This is an optimization exercise on Yosys and OpenROAD, whose aim is small area, not a production implementation.
Function was checked by simulation only, so behaviour that the tests miss may differ from the original.
Power figures rest on the tool's default switching activity, not on a simulated workload.

`design/flow/config.mk`:
```
export PLATFORM = sky130hd
export DESIGN_NAME = top
export DESIGN_NICKNAME = top
export VERILOG_FILES = /design/flow/design.v
export SDC_FILE = /design/flow/constraint.sdc
export NUM_CORES = 4
export LEC_CHECK = 0
export CAP_MARGIN = 0
export CORE_MARGIN = 2
export CORE_UTILIZATION = 45
export CTS_BUF_LIST = sky130_fd_sc_hd__clkbuf_8
export CTS_CLUSTER_DIAMETER = 70
export CTS_CLUSTER_SIZE = 16
export PLACE_DENSITY = 0.65
export SLEW_MARGIN = 0
```
`design/flow/constraint.sdc`:
```
create_clock -name core_clock -period 10.0 [get_ports {clk}]
set_input_delay 2.0000 -clock core_clock [delete_from_list [all_inputs] [get_ports {clk}]]
set_output_delay 2.0000 -clock core_clock [all_outputs]
set_load 0.01 [all_outputs]
```
`design/flow/design.v`:
```
`timescale 1 ns / 1 ns
module spi_slave_r
(
	input rst,
	input clk,
	input fifo_full,
	output [7:0] fifo_d,
	output fifo_w_en,
	input sclk,
	input sdin
);
	reg [1:0] sclk_edge;
	always @ (posedge clk) begin
		if(!rst)
			sclk_edge <= 2'b00;
		else
			sclk_edge <= {sclk_edge[0],sclk};
	end
	reg w_en_reg;
	reg [7:0] d_reg;
	reg [3:0] bit_index;
	reg [2:0] sta_cur;
	assign fifo_w_en = w_en_reg;
	assign fifo_d = d_reg;
	always @ (posedge clk) begin
		if(sta_cur == 3'd1 && sclk_edge == 2'b01)
			d_reg <= {d_reg[6:0],sdin};
	end
	always @ (posedge clk) begin
		if(!rst) begin
			w_en_reg <= 1'b0;
			sta_cur <= 3'd0;
		end
		else begin
			case(sta_cur)
				3'd0 : begin
					bit_index <= 4'd0;
					sta_cur <= 3'd1;
				end
				3'd1 : begin
					if(sclk_edge == 2'b01)
						sta_cur <= 3'd2;
				end
				3'd2 : begin
					bit_index <= bit_index + 4'd1;
					sta_cur <= 3'd3;
				end
				3'd3 : begin
					if(bit_index == 4'd8) begin
						if(!fifo_full)
							w_en_reg <= 1'b1;
						sta_cur <= 3'd4;
					end
					else
						sta_cur <= 3'd1;
				end
				default : begin
					w_en_reg <= 1'b0;
					sta_cur <= 3'd0;
				end
			endcase
		end
	end
endmodule
`timescale 1ns / 1ps
module depack
(
    input clk,
    input rst,
    input spi_sclk,
    input spi_din,
    input load,
    output ready,
    output [31:0] ftw_lower_1,
    output [31:0] ftw_upper_1,
    output [31:0] ftw_lower_2,
    output [31:0] ftw_upper_2,
    output [31:0] sweep_step,
    output [15:0] sweep_rate,
    output [31:0] resweep_period,
    output [2:0] mode,
    output rf_switch,
    output [7:0] tx_att,
    output [2:0] rx_ch_pwr_ctrl,
    output [7:0] rx_ch1_att,
    output [7:0] rx_ch2_att,
    output [7:0] rx_ch3_att,
    output [7:0] rx_ch1_pha,
    output [7:0] rx_ch2_pha,
    output [7:0] rx_ch3_pha,
    output [31:0] ct_period
);
    reg [3:0] sta_cur;
    wire fifo_wr_en;
    wire [7:0] fifo_din;
    reg [7:0] ring [0:63];
    reg [7:0] wbuf;
    reg wbuf_valid;
    reg [5:0] wslot;
    reg [7:0] head;
    reg head_valid;
    reg [6:0] count;
    wire fifo_full = count[6];
    wire fifo_empty = (count == 7'd0);
    wire do_wr = fifo_wr_en & ~fifo_full;
    wire do_rd = (sta_cur == 4'd3);
    wire put = wbuf_valid && (wslot[3:0] == 4'd2);
    integer m;
    always @ (posedge clk) begin
        for(m = 0; m < 64; m = m + 1) begin
            if(m % 16 == 0)
                ring[m] <= (put && (wslot[5:4] == m / 16)) ? wbuf : ring[(m + 1) % 64];
            else
                ring[m] <= ring[(m + 1) % 64];
        end
    end
    always @ (posedge clk) begin
        if(!rst)
            wslot <= 6'd0;
        else
            wslot <= wslot - {5'd0, ~do_wr};
        if(do_wr)
            wbuf <= fifo_din;
    end
    wire [5:0] oslot = wslot - count[5:0];
    wire [7:0] tap = ring[{oslot[5:2], 2'b00}];
    wire oldest_waiting = wbuf_valid && (count == 7'd1);
    wire fetch_ring = !head_valid && (count != 7'd0) && !oldest_waiting && (oslot[1:0] == 2'd0);
    wire fetch_wbuf = !head_valid && oldest_waiting;
    always @ (posedge clk) begin
        if(do_wr && fifo_empty)
            head <= fifo_din;
        else if(fetch_wbuf)
            head <= wbuf;
        else if(fetch_ring)
            head <= tap;
    end
    always @ (posedge clk) begin
        if(!rst) begin
            count <= 7'd0;
            wbuf_valid <= 1'b0;
            head_valid <= 1'b0;
        end
        else begin
            count <= count + {6'd0, do_wr} - {6'd0, do_rd};
            if(do_wr)
                wbuf_valid <= 1'b1;
            else if(put)
                wbuf_valid <= 1'b0;
            if(do_rd)
                head_valid <= 1'b0;
            else if((do_wr && fifo_empty) || fetch_wbuf || fetch_ring)
                head_valid <= 1'b1;
        end
    end
    spi_slave_r spi_slave_r_inst
    (
        .rst(rst),
        .clk(clk),
        .fifo_full(fifo_full),
        .fifo_d(fifo_din),
        .fifo_w_en(fifo_wr_en),
        .sclk(spi_sclk),
        .sdin(spi_din)
    );
    reg [7:0] win [0:41];
    wire [7:0] cmd [0:41];
    reg [5:0] byte_index;
    reg [7:0] acc_sum;
    reg ready_reg;
    assign ready = ready_reg;
    wire fill = (sta_cur == 4'd4);
    wire slide = (sta_cur == 4'd9);
    wire [7:0] fifo_byte = head;
    integer w;
    always @ (posedge clk) begin
        if(fill) begin
            win[41] <= fifo_byte;
            for(w = 0; w < 41; w = w + 1)
                win[w] <= win[w + 1];
        end
    end
    genvar gk;
    generate
        for(gk = 0; gk < 42; gk = gk + 1) begin : g_win
            assign cmd[gk] = win[gk];
        end
    endgenerate
    reg [5:0] out28;
    reg [3:0] out29;
    reg [2:0] out30;
    reg [5:0] out34;
    reg [5:0] out35;
    reg [5:0] out36;
    wire at28 = (byte_index == 6'd28);
    wire at29 = (byte_index == 6'd29);
    wire at30 = (byte_index == 6'd30);
    wire at34 = (byte_index == 6'd34);
    wire at35 = (byte_index == 6'd35);
    wire at36 = (byte_index == 6'd36);
    always @ (posedge clk) begin
        if(!rst) begin
            out28 <= 6'd0;
            out29 <= 4'd0;
            out30 <= 3'd0;
            out34 <= 6'd0;
            out35 <= 6'd0;
            out36 <= 6'd0;
        end
        else begin
            if(at28 && fill) out28 <= fifo_byte[5:0];
            if(at28 && slide) out28 <= win[29][5:0];
            if(at29 && fill) out29 <= fifo_byte[3:0];
            if(at29 && slide) out29 <= win[30][3:0];
            if(at30 && fill) out30 <= fifo_byte[2:0];
            if(at30 && slide) out30 <= win[31][2:0];
            if(at34 && fill) out34 <= fifo_byte[5:0];
            if(at34 && slide) out34 <= win[35][5:0];
            if(at35 && fill) out35 <= fifo_byte[5:0];
            if(at35 && slide) out35 <= win[36][5:0];
            if(at36 && fill) out36 <= fifo_byte[5:0];
            if(at36 && slide) out36 <= win[37][5:0];
        end
    end
    assign ftw_lower_1 = {cmd[2],cmd[3],cmd[4],cmd[5]};
    assign ftw_upper_1 = {cmd[6],cmd[7],cmd[8],cmd[9]};
    assign ftw_lower_2 = {cmd[10],cmd[11],cmd[12],cmd[13]};
    assign ftw_upper_2 = {cmd[14],cmd[15],cmd[16],cmd[17]};
    assign sweep_step = {cmd[18],cmd[19],cmd[20],cmd[21]};
    assign sweep_rate = {cmd[22],cmd[23]};
    assign resweep_period = {cmd[24],cmd[25],cmd[26],cmd[27]};
    assign mode = out29[2:0];
    assign rf_switch = out29[3];
    assign tx_att = {2'b00, out28};
    assign rx_ch_pwr_ctrl = out30;
    assign rx_ch1_att = cmd[31];
    assign rx_ch2_att = cmd[32];
    assign rx_ch3_att = cmd[33];
    assign rx_ch1_pha = {2'b00, out34};
    assign rx_ch2_pha = {2'b00, out35};
    assign rx_ch3_pha = {2'b00, out36};
    assign ct_period = {cmd[37],cmd[38],cmd[39],cmd[40]};
    wire [7:0] slide_delta = cmd[41] - cmd[0];
    wire header_ok = (cmd[0] == 8'heb) && (cmd[1] == 8'h90);
    always @ (posedge clk) begin
        if(!rst) begin
            ready_reg <= 1'b0;
            sta_cur <= 4'd0;
        end
        else begin
            case (sta_cur)
                4'd0 : begin
                    byte_index <= 6'd0;
                    acc_sum <= 8'd0;
                    sta_cur <= 4'd1;
                end
                4'd1 : begin
                    if(!fifo_empty)
                        sta_cur <= 4'd2;
                end
                4'd2 : sta_cur <= 4'd3;
                4'd3 : sta_cur <= 4'd4;
                4'd4 : begin
                    byte_index <= byte_index + 6'd1;
                    if(byte_index != 6'd41)
                        acc_sum <= acc_sum + fifo_byte;
                    sta_cur <= 4'd5;
                end
                4'd5 : begin
                    if(byte_index != 6'd42)
                        sta_cur <= 4'd1;
                    else begin
                        byte_index <= 6'd0;
                        if(header_ok)
                            sta_cur <= 4'd6;
                        else begin
                            acc_sum <= acc_sum + slide_delta;
                            sta_cur <= 4'd9;
                        end
                    end
                end
                4'd6 : sta_cur <= 4'd7;
                4'd7 : begin
                    byte_index <= byte_index + 6'd1;
                    sta_cur <= 4'd8;
                end
                4'd8 : begin
                    if(byte_index != 6'd41)
                        sta_cur <= 4'd6;
                    else if(acc_sum != cmd[41]) begin
                        byte_index <= 6'd0;
                        acc_sum <= acc_sum + slide_delta;
                        sta_cur <= 4'd9;
                    end
                    else
                        sta_cur <= 4'd12;
                end
                4'd9 : sta_cur <= 4'd10;
                4'd10 : begin
                    byte_index <= byte_index + 6'd1;
                    sta_cur <= 4'd11;
                end
                4'd11 : begin
                    if(byte_index != 6'd41)
                        sta_cur <= 4'd9;
                    else
                        sta_cur <= 4'd1;
                end
                4'd12 : begin
                    ready_reg <= 1'b1;
                    sta_cur <= 4'd13;
                end
                4'd13 : begin
                    if(load) begin
                        ready_reg <= 1'b0;
                        sta_cur <= 4'd0;
                    end
                end
                default : ;
            endcase
        end
    end
endmodule
`timescale 1ns / 1ps
module ad9914_ctrl
(
	input clk,
	input rst,
	input update,
	input [31 : 0] lower_limit,
	input [31 : 0] upper_limit,
	input [31 : 0] positive_step,
	input [15 : 0] positive_rate,
	input [31 : 0] resweep_period,
	output busy,
	output finish,
	output trig,
	output pre_trig,
	output osk,
	input dover,
	output io_update,
	output dctrl,
	output p_rd,
	output p_wr,
	output [7 : 0] p_addr,
	input [7 : 0] p_data_in,
	output [7 : 0] p_data_out,
	output p_data_tri_select
);
	reg c_busy;
	reg [1:0] sfr_index;
	reg dctrl_reg;
	reg pre_trig_reg;
	reg fixed_freq_enable;
	reg osk_trig_enable;
	reg resweep_state;
	reg [3:0] c_sta;
	reg [31:0] resweep_period_reg;
	reg [31:0] delay_left;     
	reg r_busy;
	reg [6:0] t;
	reg r_res;
	reg r_mismatch;
	reg [5:0] p_addr_reg;
	reg p_wr_cmd;             
	reg tri_reg;
	assign busy = c_busy;
	assign finish = ~c_busy;
	assign dctrl = dctrl_reg;
	assign pre_trig = pre_trig_reg;
	assign io_update = r_busy & (t >= 7'd42) & (t <= 7'd44);
	assign p_rd = ~(r_busy & rd_low);
	assign p_wr = ~(r_busy & wr_low);
	assign p_addr = {2'b00, p_addr_reg};
	assign p_data_out = reg_byte;
	assign p_data_tri_select = tri_reg;
	reg [3:0] base;
	always @ (*) begin
		case(c_sta)
			4'd5 : base = 4'd3;
			4'd7 : base = 4'd4;
			4'd9 : base = 4'd5;
			4'd11 : base = 4'd6;
			4'd13 : base = 4'd8;
			4'd15 : base = 4'd12;
			4'd8 : base = 4'd1;
			default : base = {2'b00, sfr_index - 2'd1};
		endcase
	end
	wire [3:0] out_reg = p_addr_reg[5:2];
	wire [1:0] out_byte = p_wr_cmd ? 2'd3 : p_addr_reg[1:0];
	reg [31:0] reg_value;
	always @ (*) begin
		case(out_reg)
			4'd0 : reg_value = 32'h00_01_03_00;
			4'd1 : reg_value = dctrl_reg ? 32'h00_0c_29_00 : 32'h00_04_29_00;
			4'd2 : reg_value = 32'h00_00_19_1c;
			4'd3 : reg_value = 32'h00_05_31_20;
			4'd4 : reg_value = lower_limit;
			4'd5 : reg_value = upper_limit;
			4'd6 : reg_value = positive_step;
			4'd8 : reg_value = {16'd0, positive_rate};
			default : reg_value = 32'h0f_ff_00_00;
		endcase
	end
	wire [7:0] reg_byte = reg_value[{out_byte, 3'b000} +: 8];
	wire [7:0] amp_byte = (p_addr_reg[1:0] == 2'd3) ? 8'h0f :
	                      (p_addr_reg[1:0] == 2'd2) ? 8'hff : 8'h00;
	wire period_over = (&delay_left) & ~(&resweep_period_reg);
	wire pre_trig_start = (delay_left == 32'd39) & (resweep_period_reg != 32'd39);
	wire c_start = !r_busy && ((c_sta == 4'd3) || (c_sta == 4'd5) || (c_sta == 4'd7) ||
	                           (c_sta == 4'd9) || (c_sta == 4'd11) || (c_sta == 4'd13) ||
	                           (c_sta == 4'd6));
	always @ (posedge clk) begin
		if(!rst) begin
			c_busy <= 1'b0;
			dctrl_reg <= 1'b0;
			pre_trig_reg <= 1'b0;
			fixed_freq_enable <= 1'b0;
			osk_trig_enable <= 1'b0;
			resweep_state <= 1'b0;
			c_sta <= 4'd0;
		end
		else case(c_sta)
			4'd0 : begin
				dctrl_reg <= 1'b0;
				pre_trig_reg <= 1'b0;
				osk_trig_enable <= 1'b0;
				resweep_state <= 1'b0;
				sfr_index <= 2'd0;
				c_sta <= 4'd1;
			end
			4'd1 : begin
				if(update) begin
					resweep_period_reg <= resweep_period;
					c_busy <= 1'b1;
					fixed_freq_enable <= (positive_step == 32'd0);
					c_sta <= 4'd3;
				end
			end
			4'd3 : begin
				if(!r_busy) begin
					sfr_index <= sfr_index + 2'd1;
					if(sfr_index == 2'd3)
						c_sta <= 4'd5;
				end
			end
			4'd5 : if(!r_busy) c_sta <= 4'd7;
			4'd7 : if(!r_busy) c_sta <= 4'd9;
			4'd9 : if(!r_busy) c_sta <= 4'd11;
			4'd11 : if(!r_busy) c_sta <= 4'd13;
			4'd13 : if(!r_busy) c_sta <= 4'd15;
			4'd15 : begin
				if(!r_busy && !r_res) begin
					osk_trig_enable <= 1'b1;
					c_sta <= 4'd6;
				end
			end
			4'd6 : begin
				pre_trig_reg <= 1'b0;
				if(!r_busy) begin
					dctrl_reg <= 1'b1;
					c_sta <= 4'd8;
				end
			end
			4'd8 : begin
				if(!r_busy) begin
					c_busy <= 1'b0;
					dctrl_reg <= 1'b0;
					c_sta <= 4'd10;
				end
			end
			4'd10 : begin
				if(update)
					c_sta <= 4'd0;
				else if(period_over && (!fixed_freq_enable)) begin
					resweep_state <= 1'b1;
					c_sta <= 4'd6;
				end
				else if(pre_trig_start)
					pre_trig_reg <= 1'b1;
			end
			default : ;
		endcase
	end
	always @ (posedge clk) begin
		if((c_sta == 4'd8) && !r_busy)
			delay_left <= resweep_period_reg;
		else
			delay_left <= delay_left - 32'd1;
	end
	reg wr_low;
	reg rd_low;
	reg sample;
	reg set_addr;
	reg set_rd;
	reg [1:0] byte_k;
	always @ (*) begin
		wr_low = 1'b0;
		rd_low = 1'b0;
		sample = 1'b0;
		set_addr = 1'b0;
		set_rd = 1'b0;
		byte_k = 2'd0;
		case(t)
			7'd4, 7'd5, 7'd6, 7'd7, 7'd14, 7'd15, 7'd16, 7'd17,
			7'd24, 7'd25, 7'd26, 7'd27, 7'd34, 7'd35, 7'd36, 7'd37 : wr_low = 1'b1;
			7'd48, 7'd49, 7'd50, 7'd51, 7'd52, 7'd54,
			7'd65, 7'd66, 7'd67, 7'd68, 7'd69, 7'd71,
			7'd82, 7'd83, 7'd84, 7'd85, 7'd86, 7'd88,
			7'd99, 7'd100, 7'd101, 7'd102, 7'd103, 7'd105 : rd_low = 1'b1;
			7'd53, 7'd70, 7'd87, 7'd104 : begin rd_low = 1'b1; sample = 1'b1; end
			7'd2 : begin set_addr = 1'b1; byte_k = 2'd0; end
			7'd12 : begin set_addr = 1'b1; byte_k = 2'd1; end
			7'd22 : begin set_addr = 1'b1; byte_k = 2'd2; end
			7'd32 : begin set_addr = 1'b1; byte_k = 2'd3; end
			7'd46 : begin set_addr = 1'b1; set_rd = 1'b1; byte_k = 2'd0; end
			7'd63 : begin set_addr = 1'b1; set_rd = 1'b1; byte_k = 2'd1; end
			7'd80 : begin set_addr = 1'b1; set_rd = 1'b1; byte_k = 2'd2; end
			7'd97 : begin set_addr = 1'b1; set_rd = 1'b1; byte_k = 2'd3; end
			default : ;
		endcase
	end
	always @ (posedge clk) begin
		if(!rst)
			r_busy <= 1'b0;
		else if(c_start)
			r_busy <= 1'b1;
		else if(t == 7'd113)
			r_busy <= 1'b0;
	end
	always @ (posedge clk) begin
		if(!r_busy)
			t <= 7'd0;
		else
			t <= t + 7'd1;
	end
	always @ (posedge clk) begin
		if(!r_busy)
			r_mismatch <= 1'b0;
		else if(sample && (p_data_in != amp_byte))
			r_mismatch <= 1'b1;
	end
	always @ (posedge clk) begin
		if(r_busy && (t == 7'd113))
			r_res <= r_mismatch;
	end
	always @ (posedge clk) begin
		if(!rst) begin
			p_addr_reg <= 6'd0;
			p_wr_cmd <= 1'b0;
			tri_reg <= 1'b0;
		end
		else begin
			if(r_busy && set_addr) begin
				p_addr_reg <= {base, byte_k};
				p_wr_cmd <= set_rd;
			end
			tri_reg <= p_wr_cmd;
		end
	end
	reg initsweep_osk_trig_enable;
	reg [2:0] initsweep_delay_count;
	reg [2:0] initsweep_sta;
	always @ (posedge clk) begin
		if(!rst) begin
			initsweep_osk_trig_enable <= 1'b0;
			initsweep_sta <= 3'd0;
		end
		else case (initsweep_sta)
			3'd0 : begin
				if(update) begin
					initsweep_osk_trig_enable <= 1'b0;
					initsweep_delay_count <= 3'd0;
					initsweep_sta <= 3'd1;
				end
			end
			3'd1 : begin
				initsweep_delay_count <= initsweep_delay_count + 3'd1;
				if(initsweep_delay_count == 3'd5)
					initsweep_sta <= 3'd2;
			end
			3'd2 : begin
				if(osk_trig_enable)
					initsweep_sta <= 3'd3;
			end
			3'd3 : begin
				if(io_update) begin
					initsweep_delay_count <= 3'd0;
					initsweep_sta <= 3'd4;
				end
			end
			3'd4 : begin
				initsweep_delay_count <= initsweep_delay_count + 3'd1;
				if(initsweep_delay_count == 3'd5) begin
					initsweep_osk_trig_enable <= 1'b1;
					initsweep_sta <= 3'd0;
				end
			end
			default : ;
		endcase
	end
	assign osk = ((resweep_state | initsweep_osk_trig_enable) & ~dover) | fixed_freq_enable;
	assign trig = osk;
endmodule
`timescale 1ns / 1ps
module ds3502
(
    input clk,
    input rst,
    input load,
    input [7:0] reg_var,
    output reg scl,
    input sda_i,
    output reg sda_o,
    output reg sda_io_ctrl 
);
    localparam [2:0] S_IDLE  = 3'd0;
    localparam [2:0] S_START = 3'd1;    
    localparam [2:0] S_BIT   = 3'd2;    
    localparam [2:0] S_BITW  = 3'd3;    
    localparam [2:0] S_ACK   = 3'd4;    
    localparam [2:0] S_ACKH  = 3'd5;    
    localparam [2:0] S_STOP  = 3'd6;    
    reg [7:0] reg_var_temp;
    reg [2:0] step;
    reg [1:0] phase;         
    reg [1:0] byte_no;       
    reg [3:0] bit_temp;
    reg [11:0] delay_count;
    wire q = (delay_count == 12'hb79);
    wire h = (delay_count == 12'h9a3);
    wire [11:0] delay_inc = {delay_count[10:0],
        delay_count[11] ^ delay_count[10] ^ delay_count[9] ^ delay_count[3]};
    wire long_low = (byte_no != 2'd0) && (phase == 2'd1);
    wire done = long_low ? h : q;
    wire addr_bit = (bit_temp == 4'd1) || (bit_temp == 4'd3);
    wire var_bit = reg_var_temp[3'd7 - bit_temp[2:0]];
    wire bit_val = (byte_no == 2'd0) ? addr_bit :
                   (byte_no == 2'd1) ? 1'b0 : var_bit;
    always @ (posedge clk) begin
        if(step == S_IDLE) begin
            if(load)
                reg_var_temp <= reg_var;
        end
    end
    always @ (posedge clk) begin
        delay_count <= delay_inc;
        if(!rst) begin
            sda_io_ctrl <= 1'b0;
            scl <= 1'b1;
            sda_o <= 1'b1;
            step <= S_IDLE;
        end
        else begin
            case(step)
                S_IDLE : begin
                    if(load) begin
                        step <= S_START;
                        phase <= 2'd3;
                        byte_no <= 2'd0;
                        bit_temp <= 4'd0;
                    end
                end
                S_START : begin
                    if(phase == 2'd3) begin
                        sda_o <= 1'b0;
                        phase <= 2'd0;
                        delay_count <= 12'd1;
                    end
                    else begin
                        if(q) begin
                            delay_count <= 12'd1;
                            if(phase == 2'd0) begin
                                scl <= 1'b0;
                                phase <= 2'd1;
                            end
                            else
                                step <= S_BIT;
                        end
                    end
                end
                S_BIT : begin
                    sda_o <= bit_val;
                    bit_temp <= bit_temp + 4'd1;
                    delay_count <= 12'd1;
                    phase <= 2'd0;
                    step <= S_BITW;
                end
                S_BITW : begin
                    if(done) begin
                        delay_count <= 12'd1;
                        case(phase)
                            2'd0 : begin
                                scl <= 1'b1;
                                phase <= 2'd1;
                            end
                            2'd1 : begin
                                scl <= 1'b0;
                                phase <= 2'd2;
                            end
                            default : begin
                                if(bit_temp == 4'd8) begin
                                    sda_io_ctrl <= 1'b1;
                                    step <= S_ACK;
                                end
                                else
                                    step <= S_BIT;
                            end
                        endcase
                    end
                end
                S_ACK : begin
                    if(sda_i == 1'b0)
                        step <= S_ACKH;
                    else
                        step <= S_STOP;
                    phase <= 2'd3;
                end
                S_ACKH : begin
                    if(phase == 2'd3) begin
                        scl <= 1'b1;
                        delay_count <= 12'd1;
                        phase <= 2'd0;
                    end
                    else begin
                        if(q) begin
                            delay_count <= 12'd1;
                            if(phase == 2'd0) begin
                                scl <= 1'b0;
                                sda_io_ctrl <= 1'b0;
                                phase <= 2'd1;
                            end
                            else begin
                                bit_temp <= 4'd0;
                                byte_no <= byte_no + 2'd1;
                                if(byte_no == 2'd2)
                                    step <= S_STOP;
                                else
                                    step <= S_BIT;
                                phase <= 2'd3;
                            end
                        end
                    end
                end
                S_STOP : begin
                    if(phase == 2'd3) begin
                        sda_io_ctrl <= 1'b0;
                        sda_o <= 1'b0;
                        delay_count <= 12'd1;
                        phase <= 2'd0;
                    end
                    else begin
                        if(q) begin
                            delay_count <= 12'd1;
                            if(phase == 2'd0) begin
                                scl <= 1'b1;
                                phase <= 2'd1;
                            end
                            else begin
                                sda_o <= 1'b1;
                                step <= S_IDLE;
                            end
                        end
                    end
                end
                default : ;
            endcase
        end
    end
endmodule
`timescale 1ns / 1ps
module work_flow
(
    input clk,
    input rst,
    input [31:0] ct_period,
    input [1:0] tv_mode,
    input ad9914_update_1,
    input ad9914_update_2,
    input ad9914_osk_2_temp,
    input ad9914_trig_1,
    input ad9914_pre_trig_1,
    input [2:0] rx_ch_pwr_ctrl,
    output ad9914_osk_2,
    output tr,
    output tr_pwr,
    output lo,
    output tv,
    output [2:0] rx_ch_ctrl
);
    reg [1:0] ad9914_update_1_edge;
    reg [1:0] ad9914_update_2_edge;
    reg [1:0] ad9914_trig_1_edge;
    reg [1:0] ad9914_pre_trig_1_edge;
    always @ (posedge clk) begin
        if(!rst) begin
            ad9914_update_1_edge <= 2'b00;
            ad9914_update_2_edge <= 2'b00;
            ad9914_trig_1_edge <= 2'b00;
            ad9914_pre_trig_1_edge <= 2'b00;
        end
        else begin
            ad9914_update_1_edge <= {ad9914_update_1_edge[0],ad9914_update_1};
            ad9914_update_2_edge <= {ad9914_update_2_edge[0],ad9914_update_2};
            ad9914_trig_1_edge <= {ad9914_trig_1_edge[0],ad9914_trig_1};
            ad9914_pre_trig_1_edge <= {ad9914_pre_trig_1_edge[0],ad9914_pre_trig_1};
        end
    end
    wire update_1_rise = (ad9914_update_1_edge == 2'b01);
    wire update_2_rise = (ad9914_update_2_edge == 2'b01);
    wire pre_trig_1_rise = (ad9914_pre_trig_1_edge == 2'b01);
    wire trig_1_fall = (ad9914_trig_1_edge == 2'b10);
    reg ct_enable;
    reg [31:0] ct_left;
    reg ct_forever;
    wire ct_over = (&ct_left) & ~ct_forever;
    always @ (posedge clk) begin
        if(!rst)
            ct_enable <= 1'b0;
        else if(update_2_rise)
            ct_enable <= 1'b1;
        else if(ct_over)
            ct_enable <= 1'b0;
    end
    always @ (posedge clk) begin
        if(update_2_rise) begin
            ct_left <= ct_period;
            ct_forever <= &ct_period;
        end
        else
            ct_left <= ct_left - 32'd1;
    end
    reg [3:0] tv_sw_count;
    reg tv_sw;
    reg tv_sw_enable;
    reg tr_sw;
    always @ (posedge clk) begin
        if(!rst) begin
            tv_sw_count <= 4'd0;
            tv_sw <= 1'b1;
            tv_sw_enable <= 1'b0;
            tr_sw <= 1'b0;
        end
        else if(update_1_rise) begin
            tv_sw_count <= 4'd0;
            tv_sw <= 1'b1;
            tv_sw_enable <= 1'b1;
        end
        else if(pre_trig_1_rise) begin
            tv_sw_count <= 4'd0;
            tv_sw_enable <= 1'b1;
        end
        else if(tv_sw_count > 4'd10) begin
            if(tv_mode == 2'b11)
                tv_sw <= ~tv_sw;
            else
                tv_sw <= 1'b0;
            tv_sw_enable <= 1'b0;
            tv_sw_count <= 4'd0;
            tr_sw <= ct_enable;
        end
        else if(tv_sw_enable) begin
            tv_sw_count <= tv_sw_count + 4'd1;
        end
    end
    reg [4:0] tr_pwr_off_count;
    reg tr_pwr_on;
    reg tr_pwr_enable;
    always @ (posedge clk) begin
        if(!rst) begin
            tr_pwr_off_count <= 5'd0;
            tr_pwr_on <= 1'b0;
            tr_pwr_enable <= 1'b0;
        end
        else if(update_1_rise || pre_trig_1_rise) begin
            tr_pwr_off_count <= 5'd0;
            tr_pwr_on <= 1'b0;
            tr_pwr_enable <= 1'b1;
        end
        else if(trig_1_fall) begin
            tr_pwr_on <= 1'b0;
            tr_pwr_enable <= 1'b0;
            tr_pwr_off_count <= 5'd0;
        end
        else if(tr_pwr_off_count > 5'd20) begin
            tr_pwr_on <= 1'b1;
            tr_pwr_enable <= 1'b0;
        end
        else if(tr_pwr_enable) begin
            tr_pwr_off_count <= tr_pwr_off_count + 5'd1;
        end
    end
    assign tv = tv_sw;
    assign tr_pwr = tr_pwr_on;
    assign tr = tr_sw;
    assign lo = tr;
    assign ad9914_osk_2 = ct_enable & ad9914_osk_2_temp;
    assign rx_ch_ctrl = ct_enable ? ~rx_ch_pwr_ctrl : 3'b111;
endmodule
`timescale 1ns / 1ps
module top
(
    input clk,
    input rst_n,
    input spi_sclk,
    input spi_din,
    output tr_pwr_p,
    output tr_pwr_n,
    output tr,
    output lo,
    output t_bite,
    output [5:0] tx_att,
    output tv,
    output [2:0] rx_ch_pwr_ctrl,
    output [2:0] rx_ch_ctrl,
    output [2:0] scl,
    input [2:0] sda_i,
    output [2:0] sda_o,
    output [2:0] sda_t,
    output [2:0] a0,
    output [2:0] a1,
    output [5:0] rx_ch1_pha,
    output [5:0] rx_ch2_pha,
    output [5:0] rx_ch3_pha,
    output trig,
    output osk_1,
    input dover_1,
    output dhold_1,
    output io_update_1,
    output master_reset_1,
    output dctrl_1,
    output [2 : 0] profile_select_1,
    output [3 : 0] function_select_1,
    output p_pwd_1,
    output p_rd_1,
    output p_wr_1,
    output [7 : 0] p_addr_1,
    input [7 : 0] p_data_in_1,
    output [7 : 0] p_data_out_1,
    output p_data_t_1,
    output osk_2,
    input dover_2,
    output dhold_2,
    output io_update_2,
    output master_reset_2,
    output dctrl_2,
    output [2 : 0] profile_select_2,
    output [3 : 0] function_select_2,
    output p_pwd_2,
    output p_rd_2,
    output p_wr_2,
    output [7 : 0] p_addr_2,
    input [7 : 0] p_data_in_2,
    output [7 : 0] p_data_out_2,
    output p_data_t_2
);
    wire rst = rst_n;
    wire depack_load;
    wire depack_ready;
    wire [31:0] depack_ftw_lower_1;
    wire [31:0] depack_ftw_upper_1;
    wire [31:0] depack_ftw_lower_2;
    wire [31:0] depack_ftw_upper_2;
    wire [31:0] depack_sweep_step;
    wire [15:0] depack_sweep_rate;
    wire [31:0] depack_resweep_period;
    wire [2:0] depack_mode;
    wire depack_rf_switch;
    wire [7:0] depack_tx_att;
    wire [2:0] depack_rx_ch_pwr_ctrl;
    wire [7:0] depack_rx_ch1_att;
    wire [7:0] depack_rx_ch2_att;
    wire [7:0] depack_rx_ch3_att;
    wire [7:0] depack_rx_ch1_pha;
    wire [7:0] depack_rx_ch2_pha;
    wire [7:0] depack_rx_ch3_pha;
    wire [31:0] depack_ct_period;
    depack depack_inst
    (
        .clk(clk),
        .rst(rst),
        .spi_sclk(spi_sclk),
        .spi_din(spi_din),
        .load(depack_load),
        .ready(depack_ready),
        .ftw_lower_1(depack_ftw_lower_1),
        .ftw_upper_1(depack_ftw_upper_1),
        .ftw_lower_2(depack_ftw_lower_2),
        .ftw_upper_2(depack_ftw_upper_2),
        .sweep_step(depack_sweep_step),
        .sweep_rate(depack_sweep_rate),
        .resweep_period(depack_resweep_period),
        .mode(depack_mode),
        .rf_switch(depack_rf_switch),
        .tx_att(depack_tx_att),
        .rx_ch_pwr_ctrl(depack_rx_ch_pwr_ctrl),
        .rx_ch1_att(depack_rx_ch1_att),
        .rx_ch2_att(depack_rx_ch2_att),
        .rx_ch3_att(depack_rx_ch3_att),
        .rx_ch1_pha(depack_rx_ch1_pha),
        .rx_ch2_pha(depack_rx_ch2_pha),
        .rx_ch3_pha(depack_rx_ch3_pha),
        .ct_period(depack_ct_period)
    );
    assign tx_att = depack_tx_att[5:0];
    assign rx_ch_pwr_ctrl = depack_rx_ch_pwr_ctrl;
    assign rx_ch1_pha = depack_rx_ch1_pha[5:0];
    assign rx_ch2_pha = depack_rx_ch2_pha[5:0];
    assign rx_ch3_pha = depack_rx_ch3_pha[5:0];
    assign a0 = 3'b000;
    assign a1 = 3'b000;
    ds3502 ds3502_inst_0
    (
        .clk(clk), .rst(rst), .load(depack_ready), .reg_var(depack_rx_ch1_att),
        .scl(scl[0]), .sda_i(sda_i[0]), .sda_o(sda_o[0]), .sda_io_ctrl(sda_t[0])
    );
    ds3502 ds3502_inst_1
    (
        .clk(clk), .rst(rst), .load(depack_ready), .reg_var(depack_rx_ch2_att),
        .scl(scl[1]), .sda_i(sda_i[1]), .sda_o(sda_o[1]), .sda_io_ctrl(sda_t[1])
    );
    ds3502 ds3502_inst_2
    (
        .clk(clk), .rst(rst), .load(depack_ready), .reg_var(depack_rx_ch3_att),
        .scl(scl[2]), .sda_i(sda_i[2]), .sda_o(sda_o[2]), .sda_io_ctrl(sda_t[2])
    );
    reg ad9914_update_1_reg;
    reg ad9914_update_2_reg;
    wire ad9914_busy_1;
    wire ad9914_finish_1;
    wire ad9914_trig_1;
    wire ad9914_pre_trig_1;
    assign dhold_1 = 1'b0;
    assign master_reset_1 = 1'b0;
    assign profile_select_1 = 3'b000;
    assign function_select_1 = 4'b0000;
    assign p_pwd_1 = 1'b0;
    ad9914_ctrl ad9914_ctrl_inst1
    (
        .clk(clk),
        .rst(rst),
        .update(ad9914_update_1_reg),
        .lower_limit(depack_ftw_lower_1),
        .upper_limit(depack_ftw_upper_1),
        .positive_step(depack_sweep_step),
        .positive_rate(depack_sweep_rate),
        .resweep_period(depack_resweep_period),
        .busy(ad9914_busy_1),
        .finish(ad9914_finish_1),
        .trig(ad9914_trig_1),
        .pre_trig(ad9914_pre_trig_1),
        .osk(osk_1),
        .dover(dover_1),
        .io_update(io_update_1),
        .dctrl(dctrl_1),
        .p_rd(p_rd_1),
        .p_wr(p_wr_1),
        .p_addr(p_addr_1),
        .p_data_in(p_data_in_1),
        .p_data_out(p_data_out_1),
        .p_data_tri_select(p_data_t_1)
    );
    wire ad9914_busy_2;
    wire ad9914_finish_2;
    wire osk_2_temp;
    assign dhold_2 = 1'b0;
    assign master_reset_2 = 1'b0;
    assign profile_select_2 = 3'b000;
    assign function_select_2 = 4'b0000;
    assign p_pwd_2 = 1'b0;
    ad9914_ctrl ad9914_ctrl_inst2
    (
        .clk(clk),
        .rst(rst),
        .update(ad9914_update_2_reg),
        .lower_limit(depack_ftw_lower_2),
        .upper_limit(depack_ftw_upper_2),
        .positive_step(depack_sweep_step),
        .positive_rate(depack_sweep_rate),
        .resweep_period(depack_resweep_period),
        .busy(ad9914_busy_2),
        .finish(ad9914_finish_2),
        .trig(),
        .pre_trig(),
        .osk(osk_2_temp),
        .dover(dover_2),
        .io_update(io_update_2),
        .dctrl(dctrl_2),
        .p_rd(p_rd_2),
        .p_wr(p_wr_2),
        .p_addr(p_addr_2),
        .p_data_in(p_data_in_2),
        .p_data_out(p_data_out_2),
        .p_data_tri_select(p_data_t_2)
    );
    wire tr_pwr;
    work_flow work_flow_inst
    (
        .clk(clk),
        .rst(rst),
        .ct_period(depack_ct_period),
        .tv_mode(depack_mode[1:0]),
        .ad9914_update_1(ad9914_update_1_reg),
        .ad9914_update_2(ad9914_update_2_reg),
        .ad9914_osk_2_temp(osk_2_temp),
        .ad9914_trig_1(ad9914_trig_1),
        .ad9914_pre_trig_1(ad9914_pre_trig_1),
        .rx_ch_pwr_ctrl(depack_rx_ch_pwr_ctrl),
        .ad9914_osk_2(osk_2),
        .tr(tr),
        .tr_pwr(tr_pwr),
        .lo(lo),
        .tv(tv),
        .rx_ch_ctrl(rx_ch_ctrl)
    );
    assign tr_pwr_p = tr_pwr & depack_rf_switch;
    assign tr_pwr_n = ~tr_pwr_p;
    assign t_bite = ~tr;
    assign trig = ad9914_trig_1;
    reg depack_load_reg;
    assign depack_load = depack_load_reg;
    reg [2:0] main_proc_sta;
    always @ (posedge clk) begin
        if(!rst) begin
            depack_load_reg <= 1'b0;
            ad9914_update_1_reg <= 1'b0;
            ad9914_update_2_reg <= 1'b0;
            main_proc_sta <= 3'd0;
        end
        else begin
            case (main_proc_sta)
                3'd0 : begin
                    if(depack_ready)
                        main_proc_sta <= 3'd1;
                end
                3'd1 : begin
                    if(ad9914_finish_1 && ad9914_finish_2)
                        main_proc_sta <= 3'd2;
                end
                3'd2 : begin
                    ad9914_update_1_reg <= 1'b1;
                    if(depack_mode[2] == 1'b1)
                        ad9914_update_2_reg <= 1'b1;
                    main_proc_sta <= 3'd3;
                end
                3'd3 : begin
                    if(ad9914_busy_1 && (ad9914_busy_2 || (~depack_mode[2]))) begin
                        ad9914_update_1_reg <= 1'b0;
                        ad9914_update_2_reg <= 1'b0;
                        main_proc_sta <= 3'd4;
                    end
                end
                3'd4 : begin
                    if(ad9914_finish_1 && ad9914_finish_2)
                        main_proc_sta <= 3'd5;
                end
                3'd5 : begin
                    depack_load_reg <= 1'b1;
                    main_proc_sta <= 3'd6;
                end
                3'd6 : begin
                    if(!depack_ready) begin
                        depack_load_reg <= 1'b0;
                        main_proc_sta <= 3'd0;
                    end
                end
                default : ;
            endcase
        end
    end
endmodule
```
`design/flow/flow/run.sh`:
```
#!/bin/bash
# The standard layout (standard.sh), with two ORFS arguments changed:
#  - clock tree synthesis adds no dummy loads for balancing
#  - the buffers put on the input and output ports are buf_1 cells
# The full make output is in standard.log.
set -o pipefail
export CTS_ARGS="-sink_clustering_enable -repair_clock_nets -sink_clustering_size 16 -sink_clustering_max_diameter 70 -buf_list sky130_fd_sc_hd__clkbuf_8 -dont_use_dummy_load"
export BUFFER_PORTS_ARGS="-buffer_cell sky130_fd_sc_hd__buf_1"
bash standard.sh > standard.log 2>&1
```
`design/flow/standard.sh`:
```
#!/bin/bash
# synth_recipe.tcl (not shown) runs the flow's synth.tcl, then flattens the netlist and writes it again
# the make line also repeats each setting of config.mk as NAME=value (left out here)
make -C /OpenROAD-flow-scripts/flow DESIGN_CONFIG=/design/flow/config.mk WORK_HOME=/design/flow/orfs CLKGATE_MAP_FILE= SYNTH_SCRIPT=/design/flow/synth_recipe.tcl "${@:-finish}"
```
==> results.py, run 1 <==
metrics = {
    "placed_design": {
        "place_inst": 5540,
        "dpl.hpwl_microns": 75700,
        "portBuffers": 110,
        "placed_cell_area_sq_mm": 0.0503,
        "place.gp.congestion": 0.897,
    },
    "pwr": {
        "power_per_cell_area_mw_per_mm2": 233,
        "pwr-share-comb_pct": 22.6,
        "p_leak_nw": 18.0,
        "p_int_mw": 8.11,
        "clockPowerShare_pct": 20.9,
        "vdd_drop_max_mv": 0.232,
        "netSwitchingFraction_pct": 32.6,
        "netSwitchingPower_mw": 3.92,
        "p_seq_share_pct": 56.6,
    },
    "clock_network": {
        "ctsLongestPathBuffers": 3,
        "clock_latency_ns": 0.84,
        "cts_setup_buffers": 0,
        "clock-sinks": 1326,
        "htree_levels": 3,
        "cts-root-buf": "clkbuf_8",
        "cts_hold_buf": 0,
        "cts_resized": 0,
        "numCtsBuffers": 101,
        "cts_tree": "yes",
        "path_clk_slew_ns": 0.10,
    },
    "hold_path": {
        "holdPathEnd": "depack_inst.ring[36][5]",
        "hold_depth": 0,
        "hold_class": "flop to flop",
        "min_from": "depack_inst.ring[37][5]",
    },
    "setup_path": {
        "rr_worst_depth": 4,
        "crit_required_ns": 8.00,
        "path_buf_inv": 2,
        "cp_max_fo": 15,
        "rrSetupSlack_ns": 6.18,
        "slowest_delay_ns": 0.67,
        "reg2reg_to": "depack_inst.win[12][5]",
        "worstSetupEndpointType": "output port",
        "crit_path_cell_trace": "inv_1 -> and3_1 -> a222oi_1 -> o21ai_0 -> o21ai_1 -> a22oi_1 -> buf_1",
        "cpLargestDelayFamily": "compound AO/OA/AOI/OAI gates",
        "critPathLaunchType": "flop",
        "cp.arrival_ns": 3.08,
        "crit_slowest_cell": "dfxtp_1",
        "critPathKind": "flop to output port",
        "r2r_start": "depack_inst.sta_cur[2]",
        "cp-startpoint": "ad9914_ctrl_inst1.p_addr_reg[2]",
    },
    "sta": {
        "rsz0062_at_grt": "false",
        "worst_pin_slew_ns": 1.21,
        "period_minus_slack_ns": 5.08,
        "setup_tns_ns": 0,
        "max_freq_mhz": 197,
        "finClkSkew_ns": 0.138,
        "setup_viol": 0,
        "fin_crit_sh_pct": 50.8,
        "maxSlewHeadroom_pct": 18.7,
        "drv_slew": 0,
        "hold_viol": 0,
    },
    "floorplan": {
        "die_h_microns": 333,
        "row_count": 120,
        "ios": 141,
        "start_util_pct": 45.4,
        "core_area_sq_mm": 0.107,
        "die_w_microns": 333,
        "die_area_sq_mm": 0.111,
    },
    "synth": {
        "yosysSeqAreaShare_pct": 64.9,
        "yosys_most_used_dff": "dfxtp_1",
        "synthArstFlopShare_pct": 0,
        "ys_top_cells_by_count": "dfxtp_1 (823), edfxtp_1 (503), nor2_1 (368)",
        "synth-edff-count": 503,
        "postSynthAreaPerCell_sq_um": 11.7,
        "synth_top_area_share_pct": 33.9,
        "yosysTopAreaCell": "dfxtp_1",
        "yosysMostFrequentCell": "dfxtp_1",
        "ys_top_cells_by_area": "dfxtp_1 (34%), edfxtp_1 (31%), nor2_1 (2.8%), a21oi_1 (2.7%), nand2_1 (2.5%)",
        "ys_seq_elements": 1326,
        "syn_inst": 4176,
        "syn_area_sq_mm": 0.0487,
        "synth_cell_types": 98,
        "yosysWarnings": 8,
    },
    "global_routing": {
        "grtUsageTotal_pct": 19.4,
        "grt_pass1_vias": 29300,
        "grt_pass1_wl_microns": 170000,
        "gr-total-overflow": 0,
        "antenna_found_initial": 3,
        "grt_max_degree": 118,
    },
    "layout": {
        "regArea_sq_mm": 0.0316,
        "fillers": 9618,
        "top_regs": "depack_inst.ring (512), depack_inst.win (336)",
        "multi_input_area_sq_mm": 0.0157,
        "largest_register_ffs": 512,
        "regMostFlops": "depack_inst.ring",
        "stdcell_area_sq_mm": 0.0517,
        "area.growth.synth_to_final_pct": 6.27,
        "stdcell_count": 5645,
        "drive_gt1_share_pct": 5.78,
        "nets": 4370,
    },
    "routing": {
        "vias_per_cell": 5.56,
        "drt_iter0_drc": 3325,
        "num_vias": 31400,
        "ant_nets": 0,
        "drcViolationCount": 0,
        "drtPass1Iterations": 7,
        "wl_microns": 110000,
        "wl_per_cell_microns": 19.6,
    },
    "outcome": {
        "status": "finished clean",
    },
    "job": {
        "drv_cap": 0,
    },
}
==> final cells by class <==
class                           count  share of cell area [%]
Sequential cell                  1326                    61.1
Multi-Input combinational cell   2508                    30.3
Tap cell                         1403                    3.39
Clock buffer                      101                    2.69
Timing Repair Buffer              150                    1.38
Inverter                          153                    1.13
Antenna cell                        4                  0.0194
==> stage by stage <==
step	util, %	total power [mW]	worst slack (ns)	hold WS, ns
after CTS	48.2	12.1	4.92	0.268
after detailed placement	46.9	9.61	5.53	0.312
final	48.2	12.0	4.92	0.257
after global placement	46.9	9.56	5.55	0.310
after global routing	48.2	12.6	4.67	0.263
after floorplan	-	8.68	3.63	0.310
==> power groups by stage <==
stage | sequential [mW] | combinational (mW) | clock (mW)
final | 6.80 | 2.71 | 2.51
after global routing | 6.88 | 2.99 | 2.76
after CTS | 6.80 | 2.71 | 2.59
after detailed placement | 6.91 | 2.70 | 0
after global placement | 6.91 | 2.65 | 0
after floorplan | 6.63 | 2.04 | 0
==> worst max path at each step <==
stage / to / slack (ns) / depth (start not counted)
2_1_floorplan: depack_inst.out28[0] / 3.63 / 10
5_1_grt: p_data_out_2[3] / 4.67 / 10
6_report: p_data_out_1[3] / 4.92 / 7
3_3_place_gp: trig / 5.55 / 3
3_5_place_dp: osk_1 / 5.53 / 3
4_1_cts: p_data_out_1[3] / 4.92 / 7
==> cells by family after synthesis <==
group,share of synthesized area [%]
other,0.00771
buffers and inverters,3.33
xor gates and xnor gates,3.18
DFF,64.9
adders and majority gates,2.85
and+or+nand+nor,12.8
muxes,1.76
AOI/OAI and AO/OA,11.2
==> metal layers <==
metal  routed length [microns]  part of all wire (%)  GRT usage (%)
met1                     51300                    46           28.1
met2                     48600                    44           29.2
met3                      7600                   6.9           4.03
met4                      2850                   2.6           6.01
met5                         0                     0              0
==> cells in the final DEF, fill, tap and decap left out, types with 95 or more instances in the layout <==
master and n:
xnor2_1 98, edfxtp_1 503, dfxtp_1 823, o21ai_0 139, buf_1 109, ha_1 95, a21oi_1 263, nor2_1 367
nand3_1 100, inv_1 142, nand2_1 328, clkbuf_8 101
==> inputs of run 2 (changes only) <==
==> design/flow/flow/run.sh (replaced) <==
#!/bin/bash
# The standard layout (standard.sh), with two ORFS arguments changed:
#  - clock tree synthesis adds no dummy loads for balancing
#  - the buffers put on the input and output ports are buf_1 cells
# The full make output is in standard.log.
set -o pipefail
export CTS_ARGS="-sink_clustering_enable -repair_clock_nets -sink_clustering_size 10 -sink_clustering_max_diameter 50 -buf_list sky130_fd_sc_hd__clkbuf_4 -dont_use_dummy_load"
export BUFFER_PORTS_ARGS="-buffer_cell sky130_fd_sc_hd__buf_1"
bash standard.sh > standard.log 2>&1
==> design/flow/config.mk (replaced) <==
export PLATFORM = sky130hd
export DESIGN_NAME = top
export DESIGN_NICKNAME = top
export VERILOG_FILES = /design/flow/design.v
export SDC_FILE = /design/flow/constraint.sdc
export NUM_CORES = 4
export LEC_CHECK = 0
export CAP_MARGIN = 20
export CORE_MARGIN = 2
export CORE_UTILIZATION = 45
export CTS_BUF_LIST = sky130_fd_sc_hd__clkbuf_4
export CTS_CLUSTER_DIAMETER = 50
export CTS_CLUSTER_SIZE = 10
export PLACE_DENSITY = 0.65
export SLEW_MARGIN = 20
==> results.py, run 2 <==
metrics = {
    "setup_path": {
        "cp.arrival_ns": 3.37,
        "crit_slowest_cell": "dfxtp_1",
        "path_buf_inv": 1,
        "r2r_start": "depack_inst.sta_cur[2]",
        "crit_required_ns": 8.00,
        "rrSetupSlack_ns": 6.19,
        "worstSetupEndpointType": "output port",
        "crit_path_cell_trace": "and3_1 -> a222oi_1 -> o21ai_0 -> o21ai_1 -> a22oi_1 -> buf_1",
        "cpLargestDelayFamily": "flip-flops",
        "critPathKind": "flop to output port",
        "worst-path-stages": 6,
        "rr_worst_depth": 8,
        "cp_max_fo": 18,
        "critPathLaunchType": "flop",
        "reg2reg_to": "depack_inst.out28[1]",
        "slowest_delay_ns": 0.76,
    },
    "placed_design": {
        "dpl_worst_slack_ns": 5.53,
        "dpl.hpwl_microns": 75800,
        "place.gp.congestion": 0.897,
        "portBuffers": 110,
        "placed_cell_area_sq_mm": 0.0503,
        "place_inst": 5541,
    },
    "layout": {
        "final_cell_mix": "dfxtp_1 (823), edfxtp_1 (503), nor2_1 (366)",
        "regArea_sq_mm": 0.0316,
        "stdcell_area_sq_mm": 0.0516,
        "regMostFlops": "depack_inst.ring",
        "area.growth.synth_to_final_pct": 5.94,
        "final_common_cell": "dfxtp_1",
        "largest_register_ffs": 512,
        "fillers": 9693,
        "stdcell_count": 5707,
        "nets": 4432,
        "multi_input_area_sq_mm": 0.0157,
        "drive_gt1_share_pct": 7.19,
        "top_regs": "depack_inst.ring (512), depack_inst.win (336)",
    },
    "sta": {
        "worst_pin_slew_ns": 1.04,
        "max_freq_mhz": 186,
        "finClkSkew_ns": 0.130,
        "drv_slew": 0,
        "period_minus_slack_ns": 5.37,
        "setup_tns_ns": 0,
        "setup_viol": 0,
        "maxSlewHeadroom_pct": 30.2,
        "setup_ws_ns": 4.63,
        "hold_viol": 0,
        "rsz0062_at_grt": "false",
        "fin_crit_sh_pct": 53.7,
        "fin_hold_ws_ns": 0.285,
    },
    "global_routing": {
        "grtUsageTotal_pct": 19.7,
        "grt_pass1_vias": 29800,
        "grt_max_degree": 118,
        "gr-total-overflow": 0,
        "antenna_found_initial": 2,
        "grt_pass1_wl_microns": 172000,
    },
    "synth": {
        "yosysMostFrequentCell": "dfxtp_1",
        "yosysTopAreaCell": "dfxtp_1",
        "yosys_most_used_dff": "dfxtp_1",
        "syn_area_sq_mm": 0.0487,
        "yosysSeqAreaShare_pct": 64.9,
        "synth-edff-count": 503,
        "ys_top_cells_by_area": "dfxtp_1 (34%), edfxtp_1 (31%), nor2_1 (2.8%), a21oi_1 (2.7%), nand2_1 (2.5%)",
        "ys_top_cells_by_count": "dfxtp_1 (823), edfxtp_1 (503), nor2_1 (368)",
        "postSynthAreaPerCell_sq_um": 11.7,
        "synthArstFlopShare_pct": 0,
        "syn_inst": 4176,
        "ys_seq_elements": 1326,
        "synth_cell_types": 98,
        "yosysWarnings": 8,
        "synth_top_area_share_pct": 33.9,
    },
    "floorplan": {
        "core_area_sq_mm": 0.107,
        "row_count": 120,
        "ios": 141,
        "die_h_microns": 333,
        "die_area_sq_mm": 0.111,
        "start_util_pct": 45.4,
        "die_w_microns": 333,
    },
    "routing": {
        "ant_nets": 0,
        "drt_iter0_drc": 3309,
        "met2_length_microns": 48700,
        "met3WireLength_microns": 8090,
        "wirelength_met1_microns": 50900,
        "num_vias": 31800,
        "wl_per_cell_microns": 19.4,
        "wl_microns": 111000,
        "vias_per_cell": 5.58,
        "drcViolationCount": 0,
        "drtPass1Iterations": 9,
        "highest_layer": "met4",
    },
    "hold_path": {
        "min_from": "depack_inst.ring[16][6]",
        "hold_class": "flop to flop",
        "hold_depth": 0,
        "holdPathEnd": "depack_inst.ring[15][6]",
    },
    "clock_network": {
        "clock-sinks": 1326,
        "cts_resized": 0,
        "cts-root-buf": "clkbuf_4",
        "clock_latency_ns": 1.12,
        "cts_hold_buf": 0,
        "numCtsBuffers": 162,
        "ctsLongestPathBuffers": 3,
        "htree_levels": 4,
        "cts_tree": "yes",
        "path_clk_slew_ns": 0.10,
        "cts_setup_buffers": 0,
    },
    "job": {
        "drv_cap": 0,
    },
    "pwr": {
        "p_leak_nw": 18.1,
        "vdd_drop_max_mv": 0.255,
        "power_per_cell_area_mw_per_mm2": 231,
    },
    "outcome": {
        "status": "finished clean",
    },
}
[run 2: cell counts after synthesis]
No cell type changed its count.
[run 2: layout make-up]
type / count / area share [%]
sequential: 1326 / 61.3
multi-input combinational: 2508 / 30.4
tap: 1403 / 3.40
clock buffer: 162 / 2.36
timing repair buffer: 151 / 1.40
inverter: 153 / 1.13
antenna: 4 / 0.0194
[run 2: worst reg2reg max path, stage by stage (launching register included)]
cell	delay, ns
dfxtp_1	0.61
nand2b_1	0.18
or3_1	0.71
inv_8	0.68
nor2_1	0.30
nor3_1	0.58
and2_1	0.32
o221ai_1	0.16
a21oi_1	0.18
[run 2: report_power, final]
group / switching (mW) / internal (mW) / total [mW]
clock: 1.64 / 0.745 / 2.38
combinational: 1.69 / 1.03 / 2.72
sequential: 0.624 / 6.18 / 6.80
[run 2: cell families after synthesis]
group / synth area share, %
XOR/XNOR: 3.18
multiplexers: 1.76
AND/OR/NAND/NOR: 12.8
AO/OA/AOI/OAI: 11.2
other: 0.00771
flip-flops: 64.9
adder cells (fa/ha/maj): 2.85
buffers and inverters: 3.33
[run 2: worst max path at each step]
stage | startpoint | endpoint
global placement | dover_1 | trig
floorplan | depack_inst.sta_cur[1] | depack_inst.out28[0]
CTS | ad9914_ctrl_inst2.p_addr_reg[4] | p_data_out_2[0]
global route | ad9914_ctrl_inst2.p_addr_reg[4] | p_data_out_2[3]
detailed placement | dover_1 | osk_1
finish | ad9914_ctrl_inst1.p_addr_reg[5] | p_data_out_1[3]
[run 2: metrics by stage]
| step | power [mW] | util, % |
|---|---|---|
| floorplan | 8.68 | - |
| global placement | 9.56 | 46.9 |
| detailed placement | 9.62 | 46.9 |
| CTS | 12.0 | 48.1 |
| global route | 12.5 | 48.1 |
| finish | 11.9 | 48.1 |
[run 2: metal layers]
layer  track usage [%]  vias to the layer above
met3              4.20                      211
li1                  -                    15200
met2              29.4                     1077
met4              6.75                        0
met5                 0                        -
met1              28.5                    15300
==> inputs of run 3 (changes only) <==
==> design/flow/flow/run.sh (replaced) <==
#!/bin/bash
# The standard layout (standard.sh), with two ORFS arguments changed:
#  - clock tree synthesis adds no dummy loads for balancing
#  - the buffers put on the input and output ports are buf_1 cells
# The full make output is in standard.log.
set -o pipefail
export CTS_ARGS="-sink_clustering_enable -repair_clock_nets -sink_clustering_size 24 -sink_clustering_max_diameter 60 -buf_list sky130_fd_sc_hd__clkbuf_16 -dont_use_dummy_load"
export BUFFER_PORTS_ARGS="-buffer_cell sky130_fd_sc_hd__buf_1"
bash standard.sh > standard.log 2>&1
--- a/design/flow/config.mk
+++ b/design/flow/config.mk
@@ -8,8 +8,8 @@
 export CAP_MARGIN = 20
 export CORE_MARGIN = 2
 export CORE_UTILIZATION = 45
-export CTS_BUF_LIST = sky130_fd_sc_hd__clkbuf_4
-export CTS_CLUSTER_DIAMETER = 50
-export CTS_CLUSTER_SIZE = 10
+export CTS_BUF_LIST = sky130_fd_sc_hd__clkbuf_16
+export CTS_CLUSTER_DIAMETER = 60
+export CTS_CLUSTER_SIZE = 24
 export PLACE_DENSITY = 0.65
 export SLEW_MARGIN = 20
==> results.py, run 3 <==
metrics = {
    "floorplan": {
        "ios": 141,
        "die_area_sq_mm": 0.111,
        "core_area_sq_mm": 0.107,
        "die_h_microns": 333,
        "start_util_pct": 45.4,
        "die_w_microns": 333,
        "row_count": 120,
    },
    "synth": {
        "yosysWarnings": 8,
        "syn_inst": 4176,
        "yosys_most_used_dff": "dfxtp_1",
        "synth-edff-count": 503,
        "synthArstFlopShare_pct": 0,
        "ys_top_cells_by_area": "dfxtp_1 (34%), edfxtp_1 (31%), nor2_1 (2.8%), a21oi_1 (2.7%), nand2_1 (2.5%)",
        "syn_area_sq_mm": 0.0487,
        "ys_top_cells_by_count": "dfxtp_1 (823), edfxtp_1 (503), nor2_1 (368)",
        "synth_cell_types": 98,
        "postSynthAreaPerCell_sq_um": 11.7,
        "yosysMostFrequentCell": "dfxtp_1",
        "yosysSeqAreaShare_pct": 64.9,
        "yosysTopAreaCell": "dfxtp_1",
        "ys_seq_elements": 1326,
        "synth_top_area_share_pct": 33.9,
    },
    "layout": {
        "final_core_util_pct": 49.2,
        "final_cell_mix": "dfxtp_1 (823), edfxtp_1 (503), nor2_1 (366)",
        "drive_gt1_share_pct": 5.74,
        "nets": 4366,
        "final_common_cell": "dfxtp_1",
        "area.growth.synth_to_final_pct": 8.36,
        "stdcell_area_sq_mm": 0.0527,
        "diodes": 0,
        "stdcell_count": 5637,
        "largest_register_ffs": 512,
        "top_regs": "depack_inst.ring (512), depack_inst.win (336)",
        "regMostFlops": "depack_inst.ring",
    },
    "setup_path": {
        "rrSetupSlack_ns": 6.27,
        "rr_worst_depth": 8,
        "crit_required_ns": 8.00,
        "r2r_start": "depack_inst.sta_cur[2]",
        "cp.arrival_ns": 3.01,
        "critPathLaunchType": "flop",
        "critPathKind": "flop to output port",
        "worstSetupEndpointType": "output port",
        "reg2reg_to": "depack_inst.out28[1]",
        "cp_max_fo": 27,
    },
    "sta": {
        "setup_ws_ns": 4.99,
        "fin_hold_ws_ns": 0.283,
        "drv_slew": 0,
        "period_minus_slack_ns": 5.01,
        "setup_tns_ns": 0,
        "hold_viol": 0,
        "rsz0062_at_grt": "false",
        "maxSlewHeadroom_pct": 30.4,
        "setup_viol": 0,
        "max_freq_mhz": 200,
        "fin_crit_sh_pct": 50.1,
        "worst_pin_slew_ns": 1.04,
        "finClkSkew_ns": 0.0860,
    },
    "routing": {
        "wl_per_cell_microns": 19.5,
        "num_vias": 31500,
        "drtPass1Iterations": 7,
        "vias_per_cell": 5.59,
        "wl_microns": 110000,
        "drcViolationCount": 0,
        "drt_iter0_drc": 3385,
        "ant_nets": 0,
    },
    "placed_design": {
        "portBuffers": 110,
        "place.gp.congestion": 0.897,
        "dpl.hpwl_microns": 75800,
        "placed_cell_area_sq_mm": 0.0503,
        "dpl_worst_slack_ns": 5.53,
        "place_inst": 5541,
    },
    "global_routing": {
        "grt_pass1_vias": 29300,
        "met2_usage_pct": 29.3,
        "gr-total-overflow": 0,
        "antenna_found_initial": 0,
        "grtUsageMet3_pct": 3.59,
        "grt_use_met1_pct": 28.6,
        "grt_pass1_wl_microns": 171000,
        "grtUsageTotal_pct": 19.4,
        "grt.busiest_layer": "met2",
        "grt_max_degree": 118,
    },
    "pwr": {
        "p_leak_nw": 18.5,
        "p_total_mw": 12.9,
        "vdd_drop_max_mv": 0.257,
        "power_per_cell_area_mw_per_mm2": 245,
    },
    "clock_network": {
        "clock-sinks": 1326,
        "cts_hold_buf": 0,
        "numCtsBuffers": 96,
        "cts_resized": 0,
        "cts-root-buf": "clkbuf_16",
        "clock_latency_ns": 0.69,
        "cts_tree": "yes",
        "htree_levels": 3,
        "path_clk_slew_ns": 0.08,
        "ctsLongestPathBuffers": 3,
        "cts_setup_buffers": 0,
    },
    "hold_path": {
        "min_from": "depack_inst.ring[39][4]",
        "hold_depth": 0,
        "holdPathEnd": "depack_inst.ring[38][4]",
        "hold_class": "flop to flop",
    },
    "outcome": {
        "status": "finished clean",
    },
    "job": {
        "drv_cap": 0,
    },
}
[run 3: cell counts after synthesis]
No cell type changed its count.
[run 3: worst max-delay path by stage]
stage          slack [ns]                    to                             from
2_1_floorplan        3.63  depack_inst.out28[0]           depack_inst.sta_cur[1]
3_3_place_gp         5.55                  trig                          dover_1
3_5_place_dp         5.53                 osk_1                          dover_1
4_1_cts              5.00       p_data_out_2[0]  ad9914_ctrl_inst2.p_addr_reg[4]
5_1_grt              4.73       p_data_out_2[3]  ad9914_ctrl_inst2.p_addr_reg[4]
6_report             4.99       p_data_out_2[0]  ad9914_ctrl_inst2.p_addr_reg[4]
[run 3: worst max-delay path: stages (launching register included)]
cell	delay (ns)
dfxtp_1	0.64
nor2b_1	0.33
nand2_1	0.09
nor2_1	0.11
buf_4	0.31
a222oi_1	0.17
nand2_1	0.09
a21oi_1	0.06
o21ai_0	0.33
buf_1	0.19
[run 3: kinds of logic (layout without fill, tap and decap cells)]
| group | Yosys count | after routing | synth area share [%] |
|---|---|---|---|
| XOR/XNOR | 176 | 176 | 3.18 |
| buffers and inverters | 371 | 400 | 3.33 |
| AO/OA/AOI/OAI | 843 | 843 | 11.2 |
| AND/OR/NAND/NOR | 1281 | 1281 | 12.8 |
| flip-flops | 1326 | 1326 | 64.9 |
| adder cells (fa/ha/maj) | 105 | 105 | 2.85 |
| multiplexers | 73 | 73 | 1.76 |
| other | 1 | 30 | 0.00771 |
[run 3: power breakdown]
part           internal, mW  leakage, nW  switching, mW
logic                  1.03         6.08           1.69
clock network          1.69         1.18           1.70
registers              6.18         11.2          0.626
[run 3: layout make-up]
type	instances	area [sq um]
fillers	9510	54500
well taps	1403	1760
repair buffers	151	723
inverters	153	584
flip-flops and latches	1326	31600
clock buffers	96	2400
multi-input cells	2508	15700
[run 3: routing by layer]
| layer | part of all wire (%) | routed length [microns] |
|---|---|---|
| met4 | 2.7 | 2990 |
| met3 | 7.0 | 7730 |
| met5 | 0 | 0 |
| met2 | 44 | 48200 |
| met1 | 46 | 51200 |

afterwards: timing with drivers on the ports:
No port has a modelled driver above. Below, the same layouts with a new extraction and two added sets of constraints. Step 1 assumes that a clkbuf_16 drives the clock port and a buf_2 every other input. Step 2, shift: input delay + t, output delay - t, t = (earliest + latest rising clock arrival at the registers) / 2. This alone moves slack from input paths to output paths. Slacks: ideal ports / drivers / drivers and shift; pairs: ideal ports / drivers.
run | t, ns | setup slack, ns | worst setup path after step 2 | pins driven straight from the clock port
run 1 | 0.833 | 4.923 / 4.856 / 5.532 | input to output | 1
run 2 | 1.107 | 4.630 / 4.563 / 5.521 | input to output | 1
run 3 | 0.721 | 4.995 / 4.926 / 5.530 | input to output | 1
After both steps every run listed still meets setup and hold.
